Context: an optimization exercise on an open-source flow, tuned for small area, a short achievable clock period and few clock cycles. The choices shown serve that exercise and are no tape-out recipe. At most, simulation tests tie the RTL to the original design; equivalence was not proved. For runs 1 and 3, only the layout was checked, not whether the RTL still works.

### flow/design.v
module muldiv (result, valid, clock, reset, start, opera1, opera2, muordi);
output [63:0] result;
output valid;
input [31:0] opera1;
input [63:0] opera2;
input  start, reset, muordi, clock;
reg        valid;
reg        busy;       
reg        negcyc;     
reg        dv;         
reg        pre;        
reg        post;       
reg        sa;         
reg        prev;       
reg [3:0]  cnt;
reg [64:0] P;          
reg [32:0] M;          
assign result = P[63:0];
wire dolast = dv ? (cnt == 4'd15) : (cnt == 4'd7);
wire dvs = dv & ~negcyc;       
wire mls = ~dv;                
wire [31:0] Dm = M[31:0] ^ {32{sa}};
wire [7:0]  dnz, xnz, dab;
genvar gi;
generate for (gi = 0; gi < 8; gi = gi + 1) begin : g_nib
    assign dnz[gi] = |Dm[4*gi+3:4*gi];
    assign xnz[gi] = |P[4*gi+27:4*gi+24];
    if (gi == 7) assign dab[gi] = 1'b0;
    else         assign dab[gi] = dab[gi+1] | dnz[gi+1];
end endgenerate
wire skip = dvs & ~P[63] & ~|P[62:56] & ~|(xnz & ~dab) & (cnt <= 4'd11);
wire zlo = ~|P[30:0];
wire [40:0] Mz = {{6{M[32]}}, M, 2'b00};
wire        b1_one = mls & (P[0] ^ prev);
wire        b1_two = mls & ((P[1] & ~P[0] & ~prev) | (~P[1] & P[0] & prev));
wire        neg1   = negcyc ? zlo : dv ? ~(P[63] ^ sa) : P[1];
wire [35:0] A1 = {P[64], P[64], P[64:31]};
wire [35:0] B1 = (({36{dvs}} & Mz[37:2]) | ({36{b1_one}} & Mz[36:1]) |
                  ({36{b1_two}} & Mz[35:0])) ^ {36{neg1}};
wire        c1 = neg1 & ~negcyc;
wire [35:0] S1;
pfx_add #(36) u_add1 (.a(A1), .b(B1), .cin(c1), .s(S1));
wire        q1 = ~S1[31];
wire        b2_one = mls & (P[2] ^ P[1]);
wire        b2_two = mls & ((P[3] & ~P[2] & ~P[1]) | (~P[3] & P[2] & P[1]));
wire        neg2   = negcyc | (dv ? ~(S1[31] ^ sa) : P[3]);
wire [38:0] A2x = {S1[35], S1[35], S1[35:3], dv ? S1[2] : neg2, S1[1:0], P[30]};
wire [38:0] A2 = negcyc ? {8'd0, P[30:0]} : A2x;
wire [43:0] Mw = {{6{M[32]}}, M, 5'd0};
wire [38:0] B2 = (({39{dvs}} & Mw[43:5]) | ({39{b2_one}} & Mw[39:1]) |
                  ({39{b2_two}} & Mw[38:0])) ^ {39{neg2}};
wire        c2 = neg2 & ~negcyc;
wire [38:0] S2;
pfx_add #(39) u_add2 (.a(A2), .b(B2), .cin(c2), .s(S2));
wire        q2 = ~S2[31];
always @(posedge clock or posedge reset)
begin
    if (reset) begin
        valid <= 1'b0;
        busy <= 1'b0;
        negcyc <= 1'b0;
    end else if (start) begin
        valid <= 1'b0;
        busy <= 1'b1;
        negcyc <= muordi & opera2[63];
    end else if (busy) begin
        if (negcyc) begin
            negcyc <= 1'b0;
            if (~pre) begin
                busy <= 1'b0;
                valid <= 1'b1;
            end
        end else if (dolast) begin
            if (dv & post)
                negcyc <= 1'b1;
            else begin
                busy <= 1'b0;
                valid <= 1'b1;
            end
        end
    end
end
always @(posedge clock)
begin
    if (start) begin
        dv <= muordi;
        cnt <= 4'd0;
        prev <= 1'b0;
        pre <= opera2[63];
        post <= opera1[31] ^ opera2[63];
        sa <= opera1[31];
        if (muordi) begin
            M <= {opera1[31], opera1};
            P <= {1'b0, opera2};
        end else begin
            M <= {opera2[63], opera2[31:0]};
            P <= {33'd0, opera1};
        end
    end else if (busy) begin
        if (negcyc) begin
            P <= {1'b0, ~S1[32:0], ~S2[30:0]};
            pre <= 1'b0;
        end else if (skip) begin
            cnt <= cnt + 4'd4;
            P <= {1'b0, P[55:0], 8'd0};
        end else begin
            cnt <= cnt + 4'd1;
            if (dv)
                P <= {S2[31], S2[31:0], P[29:0], q1, q2};
            else begin
                P <= {S2[38:6], S2[5:4], S1[2:1], P[31:4]};
                prev <= P[3];
            end
        end
    end
end
endmodule
module pfx_add #(parameter W = 35) (a, b, cin, s);
input  [W-1:0] a, b;
input          cin;
output [W-1:0] s;
localparam L = $clog2(W);
wire [W-1:0] pp = a ^ b;
wire [W-1:0] g [0:L];
wire [W-1:0] p [0:L];
assign g[0] = (a & b) | {{(W-1){1'b0}}, pp[0] & cin};
assign p[0] = pp;
genvar k, i;
generate for (k = 0; k < L; k = k + 1) begin : g_lvl
    for (i = 0; i < W; i = i + 1) begin : g_bit
        if ((i >> k) & 1) begin : g_op
            assign g[k+1][i] = g[k][i] | (p[k][i] & g[k][((i >> k) << k) - 1]);
            assign p[k+1][i] = p[k][i] & p[k][((i >> k) << k) - 1];
        end else begin : g_pass
            assign g[k+1][i] = g[k][i];
            assign p[k+1][i] = p[k][i];
        end
    end
end endgenerate
assign s = pp ^ {g[L][W-2:0], cin};
endmodule
### flow/run.sh
#!/bin/bash
# synth_recipe.tcl (not shown) runs the flow's synth.tcl, then flattens the netlist and writes it again
# the make line also repeats each setting of config.mk as NAME=value (left out here)
make -C /OpenROAD-flow-scripts/flow DESIGN_CONFIG=/design/flow/config.mk WORK_HOME=/design/flow/orfs CLKGATE_MAP_FILE= SYNTH_SCRIPT=/design/flow/synth_recipe.tcl finish
### flow/config.mk
export PLATFORM = sky130hd
export DESIGN_NAME = muldiv
export DESIGN_NICKNAME = muldiv
export VERILOG_FILES = /design/flow/design.v
export SDC_FILE = /design/flow/constraint.sdc
export NUM_CORES = 4
export LEC_CHECK = 0
export CAP_MARGIN = 20
export CORE_MARGIN = 2
export CORE_UTILIZATION = 45
export SETUP_SLACK_MARGIN = 5
export SLEW_MARGIN = 20
### flow/constraint.sdc
create_clock -name core_clock -period 14.0 [get_ports {clock}]
set_input_delay 2.8000 -clock core_clock [delete_from_list [all_inputs] [get_ports {clock}]]
set_output_delay 2.8000 -clock core_clock [all_outputs]
set_load 0.01 [all_outputs]
==> flow_summary.yaml, run 1 <==
outcome:
  run_status: "finished clean"
global_route:
  grt_first_pass_wirelength_um: 72800
  overflow: 0
  grt_use_total_pct: 34.9
  antenna_found_initial: 3
  first_global_vias: 11200
  grt_max_degree: 65
worst_setup_path:
  critPathMaxStageDelay_ns: 0.57
  critPathCaptureType: "flip-flop"
  worstReg2RegStart: "dv"
  data_arrival_critical_path_ns: 8.85
  critical_path_required_ns: 14.11
  reg2reg_to: "P[17]"
  timing.critical_path.to: "P[17]"
  critical_path.slowest_cell: "sky130_fd_sc_hd__buf_4"
  ff2ff_setup_slack_ns: 5.26
  critPathKind: "flip-flop to flip-flop"
  cpMostUsedCell: "sky130_fd_sc_hd__a21o_1"
  critPathLaunch: "dv"
  worst_setup_path_start_kind: "flip-flop"
  critical_path_peak_fanout: 44
  r2r.worst_path.cells: 31
sta:
  post-route-worst-setup-slack_ns: 5.26
  worst_slew_margin_rel_pct: 38.3
  setup_tns_ns: 0
  worst_hold_slack_ns: 0.533
  finalWorstPathRequiredPeriod_ns: 8.74
  tightestPinTransition_ns: 0.923
  rsz_0062_raised_after_global_routing: "false"
  timing.fmax_ghz: 0.114
  layout_worst_path_cycle_share_pct: 62.4
  skew_ns: 0.0140
  setup-violations-final: 0
  finalMaxSlewViolations: 0
  finalHoldViolCount: 0
logic_synthesis:
  synth_most_common_cell: "sky130_fd_sc_hd__nand2_1"
  ys_seq_elements: 110
  predominant_post_synthesis_flop_cell: "sky130_fd_sc_hd__edfxtp_1"
  yosysTopAreaCellShare_pct: 25.5
  syn-cell-area_um2: 12000
  synth.area.top_cells: "sky130_fd_sc_hd__edfxtp_1, sky130_fd_sc_hd__ha_1, sky130_fd_sc_hd__xor2_1, sky130_fd_sc_hd__mux2i_1, sky130_fd_sc_hd__a222oi_1"
  ys_seq_area_share_pct: 27.0
  synthArstFlopShare_pct: 2.73
  syn_area_per_cell_um2: 8.96
  synthesis.instances: 1340
  synth_top_cell_by_area: "sky130_fd_sc_hd__edfxtp_1"
  yosys-top-cells-count: "sky130_fd_sc_hd__nand2_1, sky130_fd_sc_hd__edfxtp_1, sky130_fd_sc_hd__xor2_1"
  synth_edf_count: 102
  yosysWarnings: 3
  mappedNetlistNets: 1525
  yosys.cell_types.count: 66
routing:
  avgRoutedWirePerCell_um: 28.4
  detailedRoute.firstPassIterationCount: 19
  routed_via_density: 6.72
  final_antenna_net_count: 0
  route.vias.total: 11900
  drc_errors_left: 0
  routed_wirelength_um: 50200
  drt_first_iter_violations: 1833
placement:
  pre_cts_slack_ns: 4.30
  port_buffers: 164
  hpwl_um: 37000
  globalplace.congestion: 1.01
finish:
  finish.utilization_pct: 54.5
  multi_input_comb_area_um2: 8130
  nets: 1611
  area_growth_syn_to_layout_pct: 18.5
  drive_above_1_share_pct: 10.4
  sequential_cell_area_um2: 3240
  fillerInstances: 2437
clocking:
  numCtsBuffers: 9
  cts.sink_count: 110
  clk_pin_slew_ns: 0.10
  post_cts_hold_buffer_count: 0
  clk_latency_ns: 0.38
  root_buffer: "sky130_fd_sc_hd__clkbuf_16"
  cts_tree: "yes"
  cts_buffer_depth: 2
  htree_num_levels: 3
flow_run:
  max_cap_viol_count: 0
worst_hold_path:
  hold_class: "flip-flop to flip-flop"
floorplanning:
  floorplan.rows: 59
  core_region_area_um2: 26100
  starting_density_pct: 46.0
  die_h_um: 167
  io-pin-count: 165
  die_w_um: 167
  design.die.area_um2: 28000
timing repair:
action	4_1_cts	5_1_grt
setup endpoints to repair	43	46
buffers inserted	10	7
resized for setup	12	16
cloned	0	1
hold endpoints to repair	0	0
pin swaps	4	7
metal layers:
layer	GRT usage, %	vias up	share of wire [%]
li1	-	5239	-
met1	50.1	5738	43
met2	51.6	814	43
met3	8.65	85	12
met4	11.1	2	2.8
met5	0	-	0.028
registers in the layout (all words and copies together) (netlist names):
signal / flops
post: 1
M: 33
sa: 1
cnt: 4
dv: 1
busy: 1
valid: 1
negcyc: 1
prev: 1
P: 65
pre: 1
layout by cell type, fill, tap and decap left out, types with 5 or more instances in the layout:
cell type | Yosys | layout
sky130_fd_sc_hd__a22o_1 | 13 | 13
sky130_fd_sc_hd__a211oi_1 | 35 | 34
sky130_fd_sc_hd__clkdlybuf4s50_1 | 0 | 162
sky130_fd_sc_hd__a221o_1 | 10 | 10
sky130_fd_sc_hd__o211ai_1 | 22 | 22
sky130_fd_sc_hd__a21oi_1 | 87 | 84
sky130_fd_sc_hd__o221ai_1 | 8 | 8
sky130_fd_sc_hd__nor2_1 | 90 | 84
sky130_fd_sc_hd__nand2b_1 | 8 | 8
sky130_fd_sc_hd__xor2_1 | 97 | 96
sky130_fd_sc_hd__or3_1 | 5 | 5
sky130_fd_sc_hd__a21o_1 | 21 | 21
sky130_fd_sc_hd__nor3_1 | 15 | 15
sky130_fd_sc_hd__and2_1 | 6 | 6
sky130_fd_sc_hd__mux2_2 | 46 | 46
sky130_fd_sc_hd__and3_1 | 10 | 10
sky130_fd_sc_hd__a31oi_1 | 5 | 5
sky130_fd_sc_hd__nand2_1 | 113 | 113
sky130_fd_sc_hd__buf_4 | 33 | 42
sky130_fd_sc_hd__o21bai_1 | 9 | 9
sky130_fd_sc_hd__nor4_1 | 13 | 12
sky130_fd_sc_hd__mux2i_1 | 73 | 73
sky130_fd_sc_hd__nor2b_1 | 5 | 5
sky130_fd_sc_hd__inv_1 | 32 | 31
sky130_fd_sc_hd__clkbuf_16 | 0 | 9
sky130_fd_sc_hd__fa_1 | 14 | 13
sky130_fd_sc_hd__o21ai_0 | 82 | 80
sky130_fd_sc_hd__a221oi_1 | 8 | 8
sky130_fd_sc_hd__nand3_1 | 16 | 16
sky130_fd_sc_hd__dfxtp_1 | 5 | 5
sky130_fd_sc_hd__ha_1 | 71 | 71
sky130_fd_sc_hd__edfxtp_1 | 102 | 102
sky130_fd_sc_hd__a22oi_1 | 12 | 12
sky130_fd_sc_hd__or4_1 | 9 | 9
sky130_fd_sc_hd__a222oi_1 | 54 | 54
sky130_fd_sc_hd__xnor2_1 | 42 | 38
sky130_fd_sc_hd__nand4_1 | 9 | 9
sky130_fd_sc_hd__o21a_1 | 6 | 6
sky130_fd_sc_hd__nor2_2 | 0 | 6
final cells by class:
type                            count  share of cell area [%]
Tap cell                          335                    2.94
Sequential cell                   110                    22.8
Inverter                           34                   0.905
Multi-Input combinational cell   1062                    57.1
Clock buffer                        9                    1.58
Timing Repair Buffer              209                    14.1
Antenna cell                        2                  0.0352
Clock inverter                      7                   0.606
per-stage QoR:
step | area [um2] | cells
final | 14200 | 1768
after global routing | 14200 | 1766
after CTS | 14100 | 1758
after detailed placement | 13700 | 1732
after global placement | 13700 | 1732
after floorplan | 12000 | 1340
worst max-delay path, delay by kind of cell, from the launching register on:
family | cells | cell delay, ns
AND/OR/NAND/NOR | 4 | 0.59
flip-flops | 1 | 0.53
adder cells (fa/ha/maj) | 4 | 1.32
AO/OA/AOI/OAI | 14 | 3.10
buffers and inverters | 4 | 1.36
XOR/XNOR | 5 | 1.51
worst min path at each step:
| stage | start | to | depth (start not counted) |
|---|---|---|---|
| 2_1_floorplan | cnt[1] | cnt[1] | 2 |
| 3_3_place_gp | valid | valid | 2 |
| 3_5_place_dp | valid | valid | 2 |
| 4_1_cts | valid | valid | 2 |
| 5_1_grt | valid | valid | 2 |
| 6_report | valid | valid | 2 |
logic make-up (layout without fill, tap and decap cells):
kind of cell | after synthesis | in the layout | share of synthesized area, %
AND/OR/NAND/NOR | 311 | 312 | 11.9
other | 0 | 2 | 0
XOR/XNOR | 141 | 141 | 10.6
flip-flops | 110 | 110 | 27.0
buffers and inverters | 169 | 259 | 6.60
AO/OA/AOI/OAI | 405 | 405 | 23.8
multiplexers | 119 | 119 | 10.4
adder cells (fa/ha/maj) | 85 | 85 | 9.73
==> run 2, diff against run 1 <==
--- a/flow/design.v
+++ b/flow/design.v
@@ -119,7 +119,7 @@
 input  [W-1:0] a, b;
 input          cin;
 output [W-1:0] s;
-localparam L = $clog2(W);
+localparam L = (W > 32) ? 6 : (W > 16) ? 5 : (W > 8) ? 4 : 3;
 wire [W-1:0] pp = a ^ b;
 wire [W-1:0] g [0:L];
 wire [W-1:0] p [0:L];
==> flow_summary.yaml, run 2 <==
worst_setup_path:
  critPathCaptureType: "flip-flop"
  critical_path.slowest_cell: "sky130_fd_sc_hd__buf_4"
  critPathMaxStageDelay_ns: 0.57
  data_arrival_critical_path_ns: 8.85
  critPathKind: "flip-flop to flip-flop"
  cpMostUsedCell: "sky130_fd_sc_hd__a21o_1"
  worst_setup_path_start_kind: "flip-flop"
  r2r.worst_path.cells: 31
  critical_path_peak_fanout: 44
  critical_path_required_ns: 14.11
placement:
  place_inst: 1732
  hpwl_um: 37000
  port_buffers: 164
  pre_cts_slack_ns: 4.30
  globalplace.congestion: 1.01
logic_synthesis:
  synthesis.instances: 1340
  synth_edf_count: 102
  predominant_post_synthesis_flop_cell: "sky130_fd_sc_hd__edfxtp_1"
  mappedNetlistNets: 1525
  synth_top_cell_by_area: "sky130_fd_sc_hd__edfxtp_1"
  ys_seq_area_share_pct: 27.0
  ys_seq_elements: 110
  yosysWarnings: 3
  syn-cell-area_um2: 12000
  synth_most_common_cell: "sky130_fd_sc_hd__nand2_1"
  syn_area_per_cell_um2: 8.96
  yosys-top-cells-count: "sky130_fd_sc_hd__nand2_1, sky130_fd_sc_hd__edfxtp_1, sky130_fd_sc_hd__xor2_1"
  synth.area.top_cells: "sky130_fd_sc_hd__edfxtp_1, sky130_fd_sc_hd__ha_1, sky130_fd_sc_hd__xor2_1, sky130_fd_sc_hd__mux2i_1, sky130_fd_sc_hd__a222oi_1"
  yosysTopAreaCellShare_pct: 25.5
  yosys.cell_types.count: 66
  synthArstFlopShare_pct: 2.73
worst_hold_path:
  hold_class: "flip-flop to flip-flop"
  hold_depth: 2
clocking:
  clk_pin_slew_ns: 0.10
  cts_tree: "yes"
  cts_buffer_depth: 2
  root_buffer: "sky130_fd_sc_hd__clkbuf_16"
  post_cts_hold_buffer_count: 0
  cts.sink_count: 110
  htree_num_levels: 3
  numCtsBuffers: 9
  clk_latency_ns: 0.38
sta:
  timing.fmax_ghz: 0.114
  post-route-worst-setup-slack_ns: 5.26
  rsz_0062_raised_after_global_routing: "false"
  finalHoldViolCount: 0
  setup_tns_ns: 0
  finalWorstPathRequiredPeriod_ns: 8.74
  setup-violations-final: 0
  skew_ns: 0.0140
  tightestPinTransition_ns: 0.923
  layout_worst_path_cycle_share_pct: 62.4
  finalMaxSlewViolations: 0
  worst_slew_margin_rel_pct: 38.3
finish:
  mostFrequentLayoutCells: "sky130_fd_sc_hd__clkdlybuf4s50_1, sky130_fd_sc_hd__nand2_1, sky130_fd_sc_hd__edfxtp_1, sky130_fd_sc_hd__xor2_1"
  largest_register_ffs: 65
  area_growth_syn_to_layout_pct: 18.5
  top_register: "P"
  nets: 1611
  largest_registers: "P (65), M (33), cnt (4)"
  layout.cells.non_filler: 1768
  layout.cells.most_common: "sky130_fd_sc_hd__clkdlybuf4s50_1"
  drive_above_1_share_pct: 10.4
routing:
  routed_wirelength_um: 50200
  drc_errors_left: 0
  routed_via_density: 6.72
  detailedRoute.firstPassIterationCount: 19
  final_antenna_net_count: 0
  route.vias.total: 11900
  drt_first_iter_violations: 1833
  avgRoutedWirePerCell_um: 28.4
outcome:
  run_status: "finished clean"
floorplanning:
  core_region_area_um2: 26100
  starting_density_pct: 46.0
  die_h_um: 167
  io-pin-count: 165
  die_w_um: 167
  design.die.area_um2: 28000
  floorplan.rows: 59
global_route:
  first_global_vias: 11200
  grt_max_degree: 65
  overflow: 0
  antenna_found_initial: 3
  grt_first_pass_wirelength_um: 72800
  grt_use_total_pct: 34.9
flow_run:
  max_cap_viol_count: 0
[run 2: cells by family (layout without fill, tap and decap cells)]
family / count (synthesis) / after routing / share of synthesized area [%]
other: 0 / 2 / 0
muxes: 119 / 119 / 10.4
adders and majority gates: 85 / 85 / 9.73
and+or+nand+nor: 311 / 312 / 11.9
DFF: 110 / 110 / 27.0
buffers and inverters: 169 / 259 / 6.60
AOI/OAI and AO/OA: 405 / 405 / 23.8
xor gates and xnor gates: 141 / 141 / 10.6
[run 2: final cells by class]
type / count / area [um2]
antenna: 2 / 5.00
clock buffer: 9 / 225
clock inverter: 7 / 86.3
fill: 2437 / 11900
inverter: 34 / 129
multi-input combinational: 1062 / 8130
sequential: 110 / 3240
tap: 335 / 419
timing repair buffer: 209 / 2010
[run 2: critical path, delay by kind of cell (launching register included)]
kind	cells	cell delay [ns]
adder cells (fa/ha/maj)	4	1.32
buffers and inverters	4	1.36
flip-flops	1	0.53
AO/OA/AOI/OAI	14	3.10
AND/OR/NAND/NOR	4	0.59
XOR/XNOR	5	1.51
[run 2: worst paths after layout]
path	slack [ns]	start	to
max in group asynchronous	11.26	reset	negcyc
max reg2reg	5.26	dv	P[17]
min reg2reg	0.53	valid	valid
min	0.53	valid	valid
max	5.26	dv	P[17]
min in group asynchronous	2.60	reset	valid
[run 2: repair_timing]
action,in CTS,in global routing
endpoints found under the setup margin,43,46
cloned,0,1
buffers inserted,10,7
resized for setup,12,16
pin swaps,4,7
endpoints found under the hold margin,0,0
[run 2: per-layer routing]
| metal | global-route usage [%] | routed length, um | up-vias |
|---|---|---|---|
| met3 | 8.65 | 5980 | 85 |
| met4 | 11.1 | 1390 | 2 |
| li1 | - | - | 5239 |
| met1 | 50.1 | 21400 | 5738 |
| met5 | 0 | 14 | - |
| met2 | 51.6 | 21400 | 814 |
[run 2: through the flow]
step	area [um2]	util [%]	hold slack (ns)
after global routing	14200	54.5	0.581
after global placement	13700	52.2	0.489
final	14200	54.5	0.533
after CTS	14100	53.9	0.539
after detailed placement	13700	52.2	0.501
after floorplan	12000	-	0.487
Testbench counts of run 2, summed over its fixed seeds: cycles 28,348.
==> run 3, diff against run 2 <==
--- a/flow/design.v
+++ b/flow/design.v
@@ -119,7 +119,7 @@
 input  [W-1:0] a, b;
 input          cin;
 output [W-1:0] s;
-localparam L = (W > 32) ? 6 : (W > 16) ? 5 : (W > 8) ? 4 : 3;
+localparam L = $clog2(W);
 wire [W-1:0] pp = a ^ b;
 wire [W-1:0] g [0:L];
 wire [W-1:0] p [0:L];
==> flow/flow/run.sh (new file) <==
#!/bin/bash
# Standard layout, with the resizer's setup repair aiming for extra slack.
set -euo pipefail
export SETUP_SLACK_MARGIN=7
bash standard.sh > standard_flow.log 2>&1
==> flow/standard.sh (new file) <==
#!/bin/bash
# synth_recipe.tcl (not shown) runs the flow's synth.tcl, then flattens the netlist and writes it again
# the make line also repeats each setting of config.mk as NAME=value (left out here)
make -C /OpenROAD-flow-scripts/flow DESIGN_CONFIG=/design/flow/config.mk WORK_HOME=/design/flow/orfs CLKGATE_MAP_FILE= SYNTH_SCRIPT=/design/flow/synth_recipe.tcl "${@:-finish}"
--- a/flow/config.mk
+++ b/flow/config.mk
@@ -8,5 +8,4 @@
 export CAP_MARGIN = 20
 export CORE_MARGIN = 2
 export CORE_UTILIZATION = 45
-export SETUP_SLACK_MARGIN = 5
 export SLEW_MARGIN = 20
removed: flow/run.sh
==> flow_summary.yaml, run 3 <==
placement:
  pre_cts_slack_ns: 4.47
  hpwl_um: 37000
  globalplace.congestion: 0.983
  port_buffers: 164
worst_setup_path:
  critPathKind: "flip-flop to flip-flop"
  critical_path_peak_fanout: 6
  reg2reg_to: "P[57]"
  data_arrival_critical_path_ns: 8.00
  timing.critical_path.to: "P[57]"
  critPathMaxStageDelay_ns: 0.57
  cpMostUsedCell: "sky130_fd_sc_hd__a21o_1"
  critical_path.slowest_cell: "sky130_fd_sc_hd__edfxtp_1"
  ff2ff_setup_slack_ns: 6.22
  critPathCaptureType: "flip-flop"
  r2r.worst_path.cells: 33
  critical_path_required_ns: 14.22
  critPathLaunch: "P[10]"
  worst_setup_path_start_kind: "flip-flop"
  worstReg2RegStart: "P[10]"
finish:
  mostFrequentLayoutCells: "sky130_fd_sc_hd__clkdlybuf4s50_1, sky130_fd_sc_hd__nand2_1, sky130_fd_sc_hd__buf_4, sky130_fd_sc_hd__edfxtp_1, sky130_fd_sc_hd__xor2_1"
  nets: 1703
  drive_above_1_share_pct: 23.4
  diodes: 0
  largest_registers: "P (65), M (33), cnt (4)"
  layout.cells.most_common: "sky130_fd_sc_hd__clkdlybuf4s50_1"
  largest_register_ffs: 65
  area_growth_syn_to_layout_pct: 34.2
  top_register: "P"
  fillerInstances: 2260
routing:
  final_antenna_net_count: 0
  detailedRoute.firstPassIterationCount: 20
  avgRoutedWirePerCell_um: 29.4
  route.vias.total: 12600
  drt_first_iter_violations: 1911
  routed_wirelength_um: 54600
  routed_via_density: 6.79
  drc_errors_left: 0
logic_synthesis:
  yosys.cell_types.count: 66
  ys_seq_elements: 110
  synthesis.instances: 1340
  synth_edf_count: 102
  synth_most_common_cell: "sky130_fd_sc_hd__nand2_1"
  ys_seq_area_share_pct: 27.0
  syn_area_per_cell_um2: 8.96
  post_synth_and_or_nand_nor_area_fraction_pct: 11.9
  synth_top_cell_by_area: "sky130_fd_sc_hd__edfxtp_1"
  yosys-top-cells-count: "sky130_fd_sc_hd__nand2_1, sky130_fd_sc_hd__edfxtp_1, sky130_fd_sc_hd__xor2_1"
  synthArstFlopShare_pct: 2.73
  synth_xor_xnor_area_share_pct: 10.6
  yosysWarnings: 3
  predominant_post_synthesis_flop_cell: "sky130_fd_sc_hd__edfxtp_1"
  muxShareOfSynthArea_pct: 10.4
  mappedNetlistNets: 1525
  synth_top_family_by_area: "compound AO/OA/AOI/OAI gates"
  syn-cell-area_um2: 12000
  yosysTopAreaCellShare_pct: 25.5
  synth-adder-area-share_pct: 9.73
  synth_compound_gate_area_share_pct: 23.8
  synth.area.top_cells: "sky130_fd_sc_hd__edfxtp_1, sky130_fd_sc_hd__ha_1, sky130_fd_sc_hd__xor2_1, sky130_fd_sc_hd__mux2i_1, sky130_fd_sc_hd__a222oi_1"
worst_hold_path:
  hold_depth: 2
  hold_class: "flip-flop to flip-flop"
sta:
  worst_slew_margin_rel_pct: 28.6
  tightestPinTransition_ns: 1.07
  rsz_0062_raised_after_global_routing: "true"
  finalWorstPathRequiredPeriod_ns: 7.78
  finalMaxSlewViolations: 0
  layout_worst_path_cycle_share_pct: 55.6
  setup_tns_ns: 0
  setup-violations-final: 0
  finalHoldViolCount: 0
  post-route-worst-setup-slack_ns: 6.22
  skew_ns: 0.0113
  timing.fmax_ghz: 0.129
clocking:
  root_buffer: "sky130_fd_sc_hd__clkbuf_16"
  cts_tree: "yes"
  clk_pin_slew_ns: 0.09
  clk_latency_ns: 0.38
  cts_buffer_depth: 2
  htree_num_levels: 3
  numCtsBuffers: 9
  cts.sink_count: 110
  post_cts_hold_buffer_count: 0
global_route:
  grt_use_total_pct: 36.9
  grt_first_pass_wirelength_um: 76800
  first_global_vias: 11600
  grt_max_degree: 68
  antenna_found_initial: 0
  overflow: 0
floorplanning:
  starting_density_pct: 46.0
  core_region_area_um2: 26100
  die_w_um: 167
  io-pin-count: 165
  die_h_um: 167
  design.die.area_um2: 28000
  floorplan.rows: 59
outcome:
  run_status: "finished clean"
flow_run:
  max_cap_viol_count: 0
## run 3: layer usage
metal  vias to the layer above  part of all wire [%]  track usage (%)
met5                         -                     0                0
met4                         0                   5.5             15.7
met3                       191                    12             7.99
met2                       897                    42             55.4
met1                      6100                    40             51.5
li1                       5419                     -                -
## run 3: cell families after synthesis
kind of cell / count (synthesis)
multiplexers: 119
adder cells (fa/ha/maj): 85
XOR/XNOR: 141
AO/OA/AOI/OAI: 405
flip-flops: 110
buffers and inverters: 169
AND/OR/NAND/NOR: 311
## run 3: repair_timing
item | in CTS | in global routing
buffers inserted | 49 | 53
setup endpoints to repair | 65 | 61
gates resized for setup | 123 | 77
cloned | 5 | 5
hold endpoints to repair | 0 | 0
pin swaps | 61 | 71
## run 3: cell type report
type | count | area, um2 | share of cell area, %
Sequential cell | 110 | 3240 | 20.1
Multi-Input combinational cell | 1061 | 8980 | 55.7
Tap cell | 335 | 419 | 2.60
Inverter | 34 | 135 | 0.838
Clock buffer | 9 | 225 | 1.40
Clock inverter | 7 | 82.6 | 0.512
Timing Repair Buffer | 302 | 3040 | 18.9
## run 3: critical path: cells and delay by family, from the launching register on
family / cells / cell delay [ns]
flip-flops: 1 / 0.57
adder cells (fa/ha/maj): 3 / 0.88
AND/OR/NAND/NOR: 7 / 1.40
XOR/XNOR: 5 / 0.90
buffers and inverters: 6 / 0.91
AO/OA/AOI/OAI: 12 / 2.95
## run 3: through the flow
stage	utilization (%)	hold WS [ns]	cells	cell area (um2)
2_1_floorplan	-	0.487	1340	12100
3_3_place_gp	52.6	0.482	1730	13700
3_5_place_dp	52.6	0.486	1730	13700
4_1_cts	58.2	0.510	1800	15200
5_1_grt	61.7	0.552	1858	16100
6_report	61.7	0.507	1858	16100
## run 3: worst min path at each step
stage | end | startpoint | slack (ns)
after CTS | valid | valid | 0.51
after detailed placement | valid | valid | 0.49
after global placement | valid | valid | 0.48
after floorplan | cnt[1] | cnt[1] | 0.49
after global routing | valid | valid | 0.55
final | valid | valid | 0.51

## port drivers added, routing unchanged
The results above use ideal ports. As a check the final layouts listed here were re-extracted and re-timed, cells and wires unchanged.
Step 1 (the two cells are an assumption about what drives the block):
set clk [get_ports {clock}]
set_driving_cell -lib_cell sky130_fd_sc_hd__clkbuf_16 $clk
set_driving_cell -lib_cell sky130_fd_sc_hd__buf_2 [delete_from_list [all_inputs] $clk]
Step 2, shift: input delay + t, output delay - t, t = (earliest + latest rising clock arrival at the registers) / 2. This alone moves slack from input paths to output paths.
a / b / c = ideal / step 1 / step 2; a / b = the first two.
run	t, ns	slack for setup (ns)	clock arrival spread, ns	slew at the worst register clock pin (ns)
run 1	0.423	5.262 / 5.262 / 5.262	0.014 / 0.014	0.10 / 0.10
run 2	0.423	5.262 / 5.262 / 5.262	0.014 / 0.014	0.10 / 0.10
run 3	0.424	6.221 / 6.221 / 6.221	0.011 / 0.011	0.09 / 0.09
After both steps every run listed still meets setup and hold.
